Background: an optimization exercise with open tools, aiming at small area and a short achievable clock period. Do not read the settings as production practice.

## filter_mlab
module filter_mlab
               (
                i_clk,
                i_clk_enable,
                i_reset_n,
                filter_in,
                filter_out
                );
==> module filter_mlab, before the edit <==
module filter_mlab
               (
                i_clk,
                i_clk_enable,
                i_reset_n,
                filter_in,
                filter_out
                );
  input   i_clk;
  input   i_clk_enable;
  input   i_reset_n;
  input   signed [17:0] filter_in;
  output  signed [17:0] filter_out;
  reg  [3:0] cur_count;
  reg  [3:0] vcnt;                   
  reg  signed [17:0] r [0:10];
  reg  signed [24:0] acc;
  reg  signed [17:0] output_register;
  wire phase_8 = (cur_count == 4'd8) & i_clk_enable;
  always @(posedge i_clk or negedge i_reset_n)
    if (!i_reset_n)
      cur_count <= 4'd8;
    else if (i_clk_enable)
      cur_count <= (cur_count == 4'd8) ? 4'd0 : cur_count + 4'd1;
  always @(posedge i_clk or negedge i_reset_n)
    if (!i_reset_n)
      vcnt <= 4'd0;
    else if (phase_8 && vcnt != 4'd11)
      vcnt <= vcnt + 4'd1;
  integer i;
  always @(posedge i_clk)
    if (i_clk_enable) begin
      r[0] <= (cur_count == 4'd8) ? filter_in : r[10];
      for (i = 1; i < 11; i = i + 1)
        r[i] <= r[i-1];
    end
  wire               use8 = (cur_count == 4'd4) | (cur_count == 4'd6) | (cur_count == 4'd7);
  wire signed [17:0] xsel = use8 ? r[8] : r[10];
  reg  [3:0] age;
  always @* begin
    case (cur_count)
      4'd0: age = 4'd6;
      4'd1: age = 4'd1;
      4'd2: age = 4'd7;
      4'd3: age = 4'd2;
      4'd4: age = 4'd9;
      4'd5: age = 4'd3;
      4'd6: age = 4'd10;
      4'd7: age = 4'd5;
      default: age = 4'd10;
    endcase
  end
  wire valid = (age < vcnt);
  wire signed [24:0] x1  = valid ? {{7{xsel[17]}}, xsel} : 25'sd0;
  wire signed [24:0] x3  = x1 + (x1 <<< 1);
  wire signed [24:0] x8  = x1 <<< 3;
  wire signed [24:0] x11 = x8 + x3;
  wire signed [24:0] x16 = x1 <<< 4;
  reg  signed [24:0] term;
  always @* begin
    case (cur_count)
      4'd1, 4'd8:             term = -x3;
      4'd3, 4'd4, 4'd5, 4'd6: term = -x8;
      4'd2, 4'd7:             term = x11;
      default:                term = x16;
    endcase
  end
  wire signed [19:0] q    = acc[24:5];
  wire               up   = acc[4] & ((|acc[3:0]) | acc[5]);
  wire signed [19:0] qr   = q + {19'd0, up};
  wire               pos_ovf = ~qr[19] & (qr[18] | qr[17]);
  wire               neg_ovf =  qr[19] & ~(qr[18] & qr[17]);
  wire signed [17:0] y    = pos_ovf ? 18'sh1ffff : neg_ovf ? 18'sh20000 : qr[17:0];
  always @(posedge i_clk or negedge i_reset_n)
    if (!i_reset_n)
      acc <= 25'sd0;
    else if (i_clk_enable)
      acc <= (cur_count == 4'd8) ? term : acc + term;
  always @(posedge i_clk or negedge i_reset_n)
    if (!i_reset_n)
      output_register <= 18'sd0;
    else if (phase_8)
      output_register <= y;
  assign filter_out = output_register;
endmodule
make LEC_CHECK=0 CAP_MARGIN=20 CORE_MARGIN=2 CORE_UTILIZATION=40 SLEW_MARGIN=20 finish   # period 10.0 ns
run.sh (not shown) runs the stock make flow with config.mk's settings and CLKGATE_MAP_FILE= SYNTH_SCRIPT=/design/flow/synth_recipe.tcl, a recipe that flattens the netlist after the stock synthesis.
The baseline completed without violations.
Next try:
--- a/flow/design.v
+++ b/flow/design.v
@@ -11,13 +11,13 @@
   input   i_clk_enable;
   input   i_reset_n;
   input   signed [17:0] filter_in;
   output  signed [17:0] filter_out;
   reg  [3:0] cur_count;
   reg  [3:0] vcnt;                   
-  reg  signed [17:0] r [0:10];
+  reg  signed [17:0] d [0:10];       
   reg  signed [24:0] acc;
   reg  signed [17:0] output_register;
   wire phase_8 = (cur_count == 4'd8) & i_clk_enable;
   always @(posedge i_clk or negedge i_reset_n)
     if (!i_reset_n)
       cur_count <= 4'd8;
@@ -27,45 +27,44 @@
     if (!i_reset_n)
       vcnt <= 4'd0;
     else if (phase_8 && vcnt != 4'd11)
       vcnt <= vcnt + 4'd1;
   integer i;
   always @(posedge i_clk)
-    if (i_clk_enable) begin
-      r[0] <= (cur_count == 4'd8) ? filter_in : r[10];
+    if (phase_8) begin
+      d[0] <= filter_in;
       for (i = 1; i < 11; i = i + 1)
-        r[i] <= r[i-1];
+        d[i] <= d[i-1];
     end
-  wire               use8 = (cur_count == 4'd4) | (cur_count == 4'd6) | (cur_count == 4'd7);
-  wire signed [17:0] xsel = use8 ? r[8] : r[10];
+  reg  signed [17:0] xsel;
   reg  [3:0] age;
   always @* begin
     case (cur_count)
-      4'd0: age = 4'd6;
-      4'd1: age = 4'd1;
-      4'd2: age = 4'd7;
-      4'd3: age = 4'd2;
-      4'd4: age = 4'd9;
-      4'd5: age = 4'd3;
-      4'd6: age = 4'd10;
-      4'd7: age = 4'd5;
-      default: age = 4'd10;
+      4'd0: begin xsel = d[1];  age = 4'd1;  end
+      4'd1: begin xsel = d[2];  age = 4'd2;  end
+      4'd2: begin xsel = d[3];  age = 4'd3;  end
+      4'd3: begin xsel = d[5];  age = 4'd5;  end
+      4'd4: begin xsel = d[6];  age = 4'd6;  end
+      4'd5: begin xsel = d[7];  age = 4'd7;  end
+      4'd6: begin xsel = d[9];  age = 4'd9;  end
+      4'd7: begin xsel = d[10]; age = 4'd10; end
+      default: begin xsel = d[10]; age = 4'd10; end
     endcase
   end
   wire valid = (age < vcnt);
   wire signed [24:0] x1  = valid ? {{7{xsel[17]}}, xsel} : 25'sd0;
   wire signed [24:0] x3  = x1 + (x1 <<< 1);
   wire signed [24:0] x8  = x1 <<< 3;
   wire signed [24:0] x11 = x8 + x3;
   wire signed [24:0] x16 = x1 <<< 4;
   reg  signed [24:0] term;
   always @* begin
     case (cur_count)
-      4'd1, 4'd8:             term = -x3;
-      4'd3, 4'd4, 4'd5, 4'd6: term = -x8;
-      4'd2, 4'd7:             term = x11;
+      4'd0, 4'd8:             term = -x3;
+      4'd1, 4'd2, 4'd6, 4'd7: term = -x8;
+      4'd3, 4'd5:             term = x11;
       default:                term = x16;
     endcase
   end
   wire signed [19:0] q    = acc[24:5];
   wire               up   = acc[4] & ((|acc[3:0]) | acc[5]);
   wire signed [19:0] qr   = q + {19'd0, up};
Routed wire length rose by 15%.
Setup slack gets worse by 0.078 ns.
Non-clock buffer count rose by 9.
Final area rose by 2.6%.
Cell count rose by 2.0%.
Hold slack gets worse by 0.010 ns.
Utilization stays flat.
No functional check of the RTL was part of any run of this note.

[static timing again, ports no longer ideal]
No port has a modelled driver above. Below, the same layouts with a new extraction and two added sets of constraints.
Step 1 assumes that a clkbuf_16 drives the clock port and a buf_2 every other input.
Step 2 moves the port delays by t, midway between the first and last clock arrival at a register: inputs arrive t later, outputs are due t later. That takes back most of the time a late clock gives input paths.
Slacks: no drivers / after step 1 / after step 2; pairs: no drivers / after step 1.
run	t, ns	setup slack, ns	slew at the worst register clock pin (ns)	worst slew at a driven data input, ns
the first run	0.582	0.860 / 0.860 / 0.860	0.06 / 0.06	0.05
the second run	0.601	0.782 / 0.782 / 0.782	0.06 / 0.06	0.04
After both steps setup and hold are still met in every run listed.
